Context: an optimization exercise on an open-source flow, tuned for small area, a short achievable clock period and few clock cycles per item. The choices shown serve that exercise and are no tape-out recipe. RTL that was checked went through simulation tests only; none was proved equivalent to the original. Power is estimated from default activity; no workload was simulated.

== north ==
==> flow/design.v <==
module bubble_sort_unit(
    input wire       CLK,
    input wire       RST,
    input wire       start_i,
    input wire  [8-1:0] in_data0_i,
    input wire  [8-1:0] in_data1_i,
    input wire  [8-1:0] in_data2_i,
    input wire  [8-1:0] in_data3_i,
    input wire  [8-1:0] in_data4_i,
    input wire  [8-1:0] in_data5_i,
    input wire  [8-1:0] in_data6_i,
    input wire  [8-1:0] in_data7_i,
    input wire  [8-1:0] in_data8_i,
    output wire [8-1:0] out_data0_o,
    output wire [8-1:0] out_data1_o,
    output wire [8-1:0] out_data2_o,
    output wire [8-1:0] out_data3_o,
    output wire [8-1:0] out_data4_o,
    output wire [8-1:0] out_data5_o,
    output wire [8-1:0] out_data6_o,
    output wire [8-1:0] out_data7_o,
    output wire [8-1:0] out_data8_o,
    output wire valid_o
);
    localparam W = 8;
    reg         busy_r;
    reg         phase_r;
    reg [W-1:0] d_r [0:8];
    reg [7:0]   gt_r;
    wire [W-1:0] in_w [0:8];
    assign in_w[0] = in_data0_i;
    assign in_w[1] = in_data1_i;
    assign in_w[2] = in_data2_i;
    assign in_w[3] = in_data3_i;
    assign in_w[4] = in_data4_i;
    assign in_w[5] = in_data5_i;
    assign in_w[6] = in_data6_i;
    assign in_w[7] = in_data7_i;
    assign in_w[8] = in_data8_i;
    wire [8:0]   take_r_w, take_l_w;
    wire [W-1:0] nx_w [0:8];
    function automatic gt8(input [7:0] a, input [7:0] b);
        reg [7:0] g1, e1;
        reg [3:0] g2, e2;
        reg [1:0] g3, e3;
        integer n;
        begin
            g1 = a & ~b;
            e1 = ~(a ^ b);
            for (n = 0; n < 4; n = n + 1) begin
                g2[n] = g1[2*n+1] | (e1[2*n+1] & g1[2*n]);
                e2[n] = e1[2*n+1] & e1[2*n];
            end
            for (n = 0; n < 2; n = n + 1) begin
                g3[n] = g2[2*n+1] | (e2[2*n+1] & g2[2*n]);
                e3[n] = e2[2*n+1] & e2[2*n];
            end
            gt8 = g3[1] | (e3[1] & g3[0]);
        end
    endfunction
    genvar i;
    generate
        for (i = 0; i < 8; i = i + 1) begin : sw
            assign take_r_w[i]   = gt_r[i] & (phase_r == i[0]);
            assign take_l_w[i+1] = gt_r[i] & (phase_r == i[0]);
        end
        assign take_r_w[8] = 1'b0;
        assign take_l_w[0] = 1'b0;
        for (i = 0; i < 9; i = i + 1) begin : regs
            wire s_in = ~busy_r;
            wire s_r  = busy_r & take_r_w[i];
            wire s_l  = busy_r & take_l_w[i];
            wire s_h  = busy_r & ~take_r_w[i] & ~take_l_w[i];
            assign nx_w[i] = ({W{s_in}} & in_w[i])
                           | ({W{s_r}}  & d_r[(i+1) % 9])
                           | ({W{s_l}}  & d_r[(i+8) % 9])
                           | ({W{s_h}}  & d_r[i]);
            always @(posedge CLK) d_r[i] <= nx_w[i];
        end
        for (i = 0; i < 8; i = i + 1) begin : cmp
            always @(posedge CLK) gt_r[i] <= gt8(nx_w[i], nx_w[i+1]);
        end
    endgenerate
    always @(posedge CLK or negedge RST) begin
        if (!RST) begin
            busy_r  <= 1'b0;
            phase_r <= 1'b0;
        end else begin
            busy_r  <= start_i;
            phase_r <= busy_r & ~phase_r;
        end
    end
    assign valid_o = busy_r & ~|gt_r;
    assign out_data0_o = d_r[0];
    assign out_data1_o = d_r[1];
    assign out_data2_o = d_r[2];
    assign out_data3_o = d_r[3];
    assign out_data4_o = d_r[4];
    assign out_data5_o = d_r[5];
    assign out_data6_o = d_r[6];
    assign out_data7_o = d_r[7];
    assign out_data8_o = d_r[8];
endmodule
Settings: LEC_CHECK=0, CAP_MARGIN=20, CORE_MARGIN=2, CORE_UTILIZATION=40, SETUP_SLACK_MARGIN=2.6, SLEW_MARGIN=20; clock period 5.0 ns.
standard.sh (not shown) runs the stock make flow with config.mk's settings and CLKGATE_MAP_FILE= SYNTH_SCRIPT=/design/flow/synth_recipe.tcl, a recipe that flattens the netlist after the stock synthesis.
==> flow/flow/run.sh <==
#!/bin/bash
# The standard layout, with the port buffers made from the smallest buffer
# cell and a clock tree of smaller buffers without dummy loads.
set -euo pipefail
bash standard.sh \
  'BUFFER_PORTS_ARGS=-buffer_cell sky130_fd_sc_hd__buf_1' \
  'CTS_ARGS=-sink_clustering_enable -repair_clock_nets -dont_use_dummy_load -buf_list sky130_fd_sc_hd__clkbuf_8' \
  finish > standard_flow.log 2>&1
Testbench counts of north, summed over its fixed seeds: cycles 24,349, items 2,400.
Modified inputs, south compared to north
- SETUP_SLACK_MARGIN: 2.6 -> unset
==> flow/flow/run.sh <==
#!/bin/bash
# The standard layout, with the port buffers made from the smallest buffer cell.
set -euo pipefail
bash standard.sh 'BUFFER_PORTS_ARGS=-buffer_cell sky130_fd_sc_hd__buf_1' finish > standard_flow.log 2>&1
--- outcome ---
- Non-clock buffer count was lower in the run labelled south.
- Relative to north, fraction of layout cells with a size suffix above 1 decreased by 13 points in south.
- Global placer's final weighted congestion for south: 0.0091 down relative to north
- Of south and north, south shows the lower number of vias per cell, with north above it.
- Compared with north, south shows wire length of the first global-routing pass that has gone down by a few percent.
- On south: fmax is 25% lower than what north gave.
> inputs changed (south -> east)
- SETUP_SLACK_MARGIN: unset -> 2.3
==> flow/flow/run.sh <==
#!/bin/bash
# The standard layout, with the port buffers made from the smallest buffer
# cell and a clock tree of smaller buffers without dummy loads.
set -euo pipefail
bash standard.sh \
  'BUFFER_PORTS_ARGS=-buffer_cell sky130_fd_sc_hd__buf_1' \
  'CTS_ARGS=-sink_clustering_enable -repair_clock_nets -dont_use_dummy_load -buf_list sky130_fd_sc_hd__clkbuf_8' \
  finish > standard_flow.log 2>&1
==> comparison <==
Compared east vs south, and number of buffers outside the clock class in the layout is up in east. Taking south as the reference, in east critical path depth decreased 1; setup slack after layout increased 0.65 ns; synthesized net count essentially unchanged; total power decreased 7.4%; final critical path time including I/O delays and setup decreased 0.65 ns. south reports its termination of the worst setup path as gt_r[4] while east reports gt_r[6].
Here is what was changed in the inputs of west compared with east.
- SETUP_SLACK_MARGIN: 2.3 -> 2.6
==> flow/flow/run.sh <==
#!/bin/bash
# The standard layout, with the port buffers made from the smallest buffer cell.
set -euo pipefail
bash standard.sh 'BUFFER_PORTS_ARGS=-buffer_cell sky130_fd_sc_hd__buf_1' finish > standard_flow.log 2>&1
### Flow results
- west: done, clean on timing, DRC and antenna
- Data arrival time of the critical path | west below east
- west: non-clock buffer count 39 above east
- Maximum single-stage delay on the critical path across east and west: no real change.
- On west: global-route usage is 2.6 points higher than what east gave.
- Summary of west over east: power climbed 25%; first-pass GRT wire length climbed 10%.
Relative to west, the following input files were edited for middle:
- changing SETUP_SLACK_MARGIN from 2.6 to 2.0
==> flow/flow/run.sh <==
#!/bin/bash
# The standard layout, with the port buffers made from the smallest buffer
# cell and a clock tree of smaller buffers without dummy loads.
set -euo pipefail
bash standard.sh \
  'BUFFER_PORTS_ARGS=-buffer_cell sky130_fd_sc_hd__buf_1' \
  'CTS_ARGS=-sink_clustering_enable -repair_clock_nets -dont_use_dummy_load -buf_list sky130_fd_sc_hd__clkbuf_8' \
  finish > standard_flow.log 2>&1
Notes after the runs:
- In summary, middle completed successfully, with a layout that passed the timing, DRC and antenna checks.
- Delta (middle minus west): proportion of power drawn by the clock network fell 4.5 points; power density normalized to cell area shows a reduction of 25 mW/mm^2; overall routed net length -2400 um; clock power lower; largest fanout of any net on the critical path now larger.
- Higher fraction of area in registers goes to middle over west.
- middle ended up with a higher fraction of standard cell area in multi-input logic than west did.
- Compared with west, in middle worst hold slack went down; overall power consumption went down; area growth from synthesis to final layout went down; total length of routed met2 wires went down.

* * *

Setup of old:
bubble_sort_unit, a different RTL version from the one above (not shown whole).
Size: about 80 flip-flops, roughly 150 I/O pins.
==> flow/config.mk <==
export PLATFORM = sky130hd
export DESIGN_NAME = bubble_sort_unit
export DESIGN_NICKNAME = bubble_sort_unit
export VERILOG_FILES = /design/flow/design.v
export SDC_FILE = /design/flow/constraint.sdc
export NUM_CORES = 4
export LEC_CHECK = 0
export CAP_MARGIN = 20
export CORE_MARGIN = 2
export CORE_UTILIZATION = 40
export SETUP_SLACK_MARGIN = 2.2
export SLEW_MARGIN = 20
==> flow/constraint.sdc <==
create_clock -name core_clock -period 5.0 [get_ports {CLK}]
set_input_delay 1.0000 -clock core_clock [delete_from_list [all_inputs] [get_ports {CLK}]]
set_output_delay 1.0000 -clock core_clock [all_outputs]
set_load 0.01 [all_outputs]
==> flow/flow/run.sh <==
#!/bin/bash
# The standard layout, with the port buffers made from the smallest buffer
# cell and a clock tree of smaller buffers without dummy loads.
set -euo pipefail
bash standard.sh \
  'BUFFER_PORTS_ARGS=-buffer_cell sky130_fd_sc_hd__buf_1' \
  'CTS_ARGS=-sink_clustering_enable -repair_clock_nets -dont_use_dummy_load -buf_list sky130_fd_sc_hd__clkbuf_8' \
  finish > standard_flow.log 2>&1
old: done, clean on timing, DRC and antenna
[inputs] new vs old
- swapping 2.2 for 1.8 in SETUP_SLACK_MARGIN
### Flow results
Sort old and new by multi-input gate share of the layout cell area desc -> top: new
new against old: clock skew held steady, fmax went down, post-route cell area moved down, number of global-route vias before repair dropped 424, detailed placement HPWL went down about 1.3%.
Compared with old, new shows met3 routed wirelength that has gone up by a little under 10%.
Function was not checked in any run of this note: the RTL went through the layout flow alone.

* * *

Setup of run 1:
bubble_sort_unit, a different RTL version from the one above (not shown whole).
For scale: roughly 690 cells after synthesis, roughly 82 flip-flops, about 150 I/O pins, roughly 5800 um2 of cells after synthesis.
clock: 5.0 ns
lec_check: 0
cap_margin: 20
core_margin: 2
core_utilization: 40
setup_slack_margin: 1.8
slew_margin: 20
Scripts as last shown in full above: flow/flow/run.sh
Testbench counts of run 1, summed over its fixed seeds: cycles 15,173, items 2,400.
Here is what was changed in the inputs of run 2 compared with run 1.
-- flow/flow/run.sh --
<<< run 1, line 7
  'CTS_ARGS=-sink_clustering_enable -repair_clock_nets -dont_use_dummy_load -buf_list sky130_fd_sc_hd__clkbuf_8' \
>>> run 2, line 7
  'CTS_ARGS=-sink_clustering_enable -repair_clock_nets -dont_use_dummy_load -sink_clustering_size 24 -buf_list sky130_fd_sc_hd__clkbuf_8' \
[summary]
The combinational power share of run 2 and that of run 1 are within noise of each other.
Run 2 -> run 1: synthesized cell count delta 0, exact match
From run 1 to run 2, fmax did not move at all.
Relative to run 2, the following input files were edited for run 3:
-- flow/flow/run.sh --
<<< run 2, line 7
  'CTS_ARGS=-sink_clustering_enable -repair_clock_nets -dont_use_dummy_load -sink_clustering_size 24 -buf_list sky130_fd_sc_hd__clkbuf_8' \
>>> run 3, line 7
  'CTS_ARGS=-sink_clustering_enable -repair_clock_nets -dont_use_dummy_load -buf_list sky130_fd_sc_hd__clkbuf_8' \
-- flow/config.mk --
<<< run 2, line 11
export SETUP_SLACK_MARGIN = 1.8
>>> run 3, line 11
export SETUP_SLACK_MARGIN = 1.5
--- outcome ---
Re worst setup slack: run 3 is 290 ps down on run 2.
Relative to run 2, the final cell count measured on run 3 has decreased by a few percent.
From run 2 to run 3 the numbers moved as follows: post-placement cell count closely matched the old numbers; number of clock sinks seen by CTS closely matched the old numbers.
Taking run 2 as the reference, in run 3 count of plain and timing-repair buffers fell 22, part of the total power dissipated in combinational logic fell 1.2 points, worst reg-to-reg path cell count rose 3, cell area fell about 3.6%.
Looking at areal power density over the cells, run 3 sits above run 2.
Input changes introduced in run 4 (baseline for comparison: run 3):
-- flow/config.mk --
<<< run 3, line 11
export SETUP_SLACK_MARGIN = 1.5
>>> run 4, line 11
export SETUP_SLACK_MARGIN = 2.0
- In run 4, the worst hold slack after final layout came out 14 ps above the value in run 3.
- Final worst slack (lower): run 3
- The fraction of layout cells with a size suffix above 1 reported for run 4 is greater than that of run 3 by 7.7 points.
- Est. power | run 4 vs run 3 | run 4 higher
- | global router's overall resource usage | run 4 vs run 3 | 2.2 points higher |

* * *

## job 3320
bubble_sort_unit, a different RTL version from the one above (not shown whole).
Size: ~75 flip-flops, ~150 I/O pins.
export LEC_CHECK = 0
export ABC_CLOCK_PERIOD_IN_PS = 2000
export CAP_MARGIN = 20
export CORE_MARGIN = 2
export CORE_UTILIZATION = 40
export SETUP_SLACK_MARGIN = 3.0
export SLEW_MARGIN = 20
create_clock -name core_clock -period 5.0 [get_ports {CLK}]
run.sh (not shown) runs the stock make flow with config.mk's settings and CLKGATE_MAP_FILE= SYNTH_SCRIPT=/design/flow/synth_recipe.tcl, a recipe that flattens the netlist after the stock synthesis.
Stock flow here: none of the scripts above is used.
Testbench counts of job 3320, summed over its fixed seeds: cycles 26,749, items 2,400.
#### Input delta (job 7419 over job 3320)
- a deleted ABC_CLOCK_PERIOD_IN_PS that had been 2000
- a deleted SETUP_SLACK_MARGIN that had been 3.0
==> flow/flow/run.sh (new file) <==
#!/bin/bash
# The standard layout, with the port buffers made from the smallest buffer cell.
set -euo pipefail
bash standard.sh 'BUFFER_PORTS_ARGS=-buffer_cell sky130_fd_sc_hd__buf_1' finish > standard_flow.log 2>&1
==> flow/standard.sh (new file) <==
#!/bin/bash
# synth_recipe.tcl (not shown) runs the flow's synth.tcl, then flattens the netlist and writes it again
# the make line also repeats each setting of config.mk as NAME=value (left out here)
make -C /OpenROAD-flow-scripts/flow DESIGN_CONFIG=/design/flow/config.mk WORK_HOME=/design/flow/orfs CLKGATE_MAP_FILE= SYNTH_SCRIPT=/design/flow/synth_recipe.tcl "${@:-finish}"
removed: flow/run.sh
==> summary.txt <==
- Wire length of the first global-routing pass, job 7419 vs job 3320: down by more than 10%
- Of the two values seen for class of the worst hold path, reg -> reg was produced by job 3320 and in -> async by job 7419.
- Job 7419: final critical-path share of the clock period higher than job 3320
- [job 7419 vs job 3320] logic gate share of total power: lower in job 7419
- Worst hold slack after final layout down 220 ps in job 7419 wrt job 3320
- Any difference in area used by sequential logic in the layout between job 3320 and job 7419 is small enough to ignore.
- Looking at sequential share of layout area across job 7419 and job 3320, the one that comes out lower is job 3320.
- Re routed wire length: job 7419 and job 3320 aren't equal, and the higher value belongs to job 3320.

* * *

Setup of job 2350:
bubble_sort_unit, a different RTL version from the one above (not shown whole).
Size in the first run: roughly 750 cells after synthesis, ~0.0060 mm2 of cells after synthesis.
==> flow/config.mk <==
export PLATFORM = sky130hd
export DESIGN_NAME = bubble_sort_unit
export DESIGN_NICKNAME = bubble_sort_unit
export VERILOG_FILES = /design/flow/design.v
export SDC_FILE = /design/flow/constraint.sdc
export NUM_CORES = 4
export LEC_CHECK = 0
export CAP_MARGIN = 20
export CORE_MARGIN = 2
export CORE_UTILIZATION = 40
export SETUP_SLACK_MARGIN = 2.0
export SLEW_MARGIN = 20
==> flow/constraint.sdc <==
create_clock -name core_clock -period 5.0 [get_ports {CLK}]
set_input_delay 1.0000 -clock core_clock [delete_from_list [all_inputs] [get_ports {CLK}]]
set_output_delay 1.0000 -clock core_clock [all_outputs]
set_load 0.01 [all_outputs]
standard.sh (not shown) runs the stock make flow with config.mk's settings and CLKGATE_MAP_FILE= SYNTH_SCRIPT=/design/flow/synth_recipe.tcl, a recipe that flattens the netlist after the stock synthesis.
==> flow/flow/run.sh <==
#!/bin/bash
# The standard layout, with the port buffers made from the smallest buffer
# cell and a clock tree of smaller buffers without dummy loads.
set -euo pipefail
bash standard.sh \
  'BUFFER_PORTS_ARGS=-buffer_cell sky130_fd_sc_hd__buf_1' \
  'CTS_ARGS=-sink_clustering_enable -repair_clock_nets -dont_use_dummy_load -buf_list sky130_fd_sc_hd__clkbuf_8' \
  finish > standard_flow.log 2>&1
Job 2350 did not stop at any stage, and its layout met the timing, DRC and antenna checks.
Testbench counts of job 2350, summed over its fixed seeds: cycles 15,173, items 2,400.
Modified inputs, job 4408 compared to job 2350
- swapping 2.0 for 2.2 in SETUP_SLACK_MARGIN
Per the comparison of job 4408 with job 2350, shortest period the worst path allows lower, share of final layout cell area taken by non-clock buffers higher, post-CTS resize count higher.
Compared with job 2350, job 4408 shows a lower data arrival at the endpoint of the critical path.
From job 2350 to job 4408, total of buffers placed on input and output ports did not move at all.

[re-timing with driven ports]
How much do the figures lean on ideal ports? The routed layouts below were timed once more, with nothing changed but the port constraints. Step 1, drivers: a clkbuf_16 drives CLK and a buf_2 each remaining input, both assumed. Step 2, shift: input delay + t, output delay - t, t = (earliest + latest rising clock arrival at the registers) / 2. This alone moves slack from input paths to output paths. Slacks: no drivers / after step 1 / after step 2; pairs: no drivers / after step 1.
run | t, ns | slack for setup (ns) | worst hold slack (ns) | latest minus earliest clock arrival (ns) | pins driven straight from the clock port
north | 0.401 | 2.601 / 2.566 / 2.432 | 0.414 / 0.402 / 0.564 | 0.013 / 0.013 | 1
south | 0.385 | 1.780 / 1.780 / 1.780 | 0.440 / 0.421 / 0.557 | 0.008 / 0.008 | 1
east | 0.400 | 2.428 / 2.428 / 2.278 | 0.427 / 0.412 / 0.561 | 0.022 / 0.023 | 1
west | 0.385 | 2.565 / 2.565 / 2.391 | 0.438 / 0.422 / 0.570 | 0.006 / 0.006 | 1
middle | 0.395 | 2.214 / 2.214 / 2.214 | 0.432 / 0.417 / 0.561 | 0.021 / 0.021 | 1
old | 0.402 | 2.099 / 2.099 / 1.734 | 0.457 / 0.457 / 0.459 | 0.022 / 0.022 | 1
new | 0.403 | 1.899 / 1.899 / 1.567 | 0.447 / 0.439 / 0.448 | 0.021 / 0.022 | 1
run 1 | 0.400 | 1.854 / 1.854 / 1.565 | 0.411 / 0.397 / 0.519 | 0.021 / 0.022 | 1
run 2 | 0.400 | 1.854 / 1.854 / 1.565 | 0.411 / 0.397 / 0.519 | 0.021 / 0.022 | 1
run 3 | 0.411 | 1.567 / 1.567 / 1.317 | 0.370 / 0.359 / 0.532 | 0.024 / 0.024 | 1
run 4 | 0.405 | 1.893 / 1.910 / 1.505 | 0.384 / 0.371 / 0.526 | 0.023 / 0.024 | 1
job 3320 | 0.384 | 2.607 / 2.607 / 2.607 | 0.676 / 0.676 / 0.676 | 0.007 / 0.006 | 1
job 7419 | 0.380 | 2.067 / 2.067 / 2.067 | 0.460 / 0.459 / 0.584 | 0.006 / 0.006 | 1
job 2350 | 0.410 | 1.958 / 1.964 / 1.554 | 0.385 / 0.372 / 0.525 | 0.027 / 0.026 | 1
job 4408 | 0.410 | 1.975 / 1.989 / 1.579 | 0.390 / 0.383 / 0.532 | 0.030 / 0.030 | 1
After both steps every run listed still meets setup and hold. The setup slack of job 2350, which loses most, moves by +0.006 ns with the drivers and by -0.404 ns with both steps.
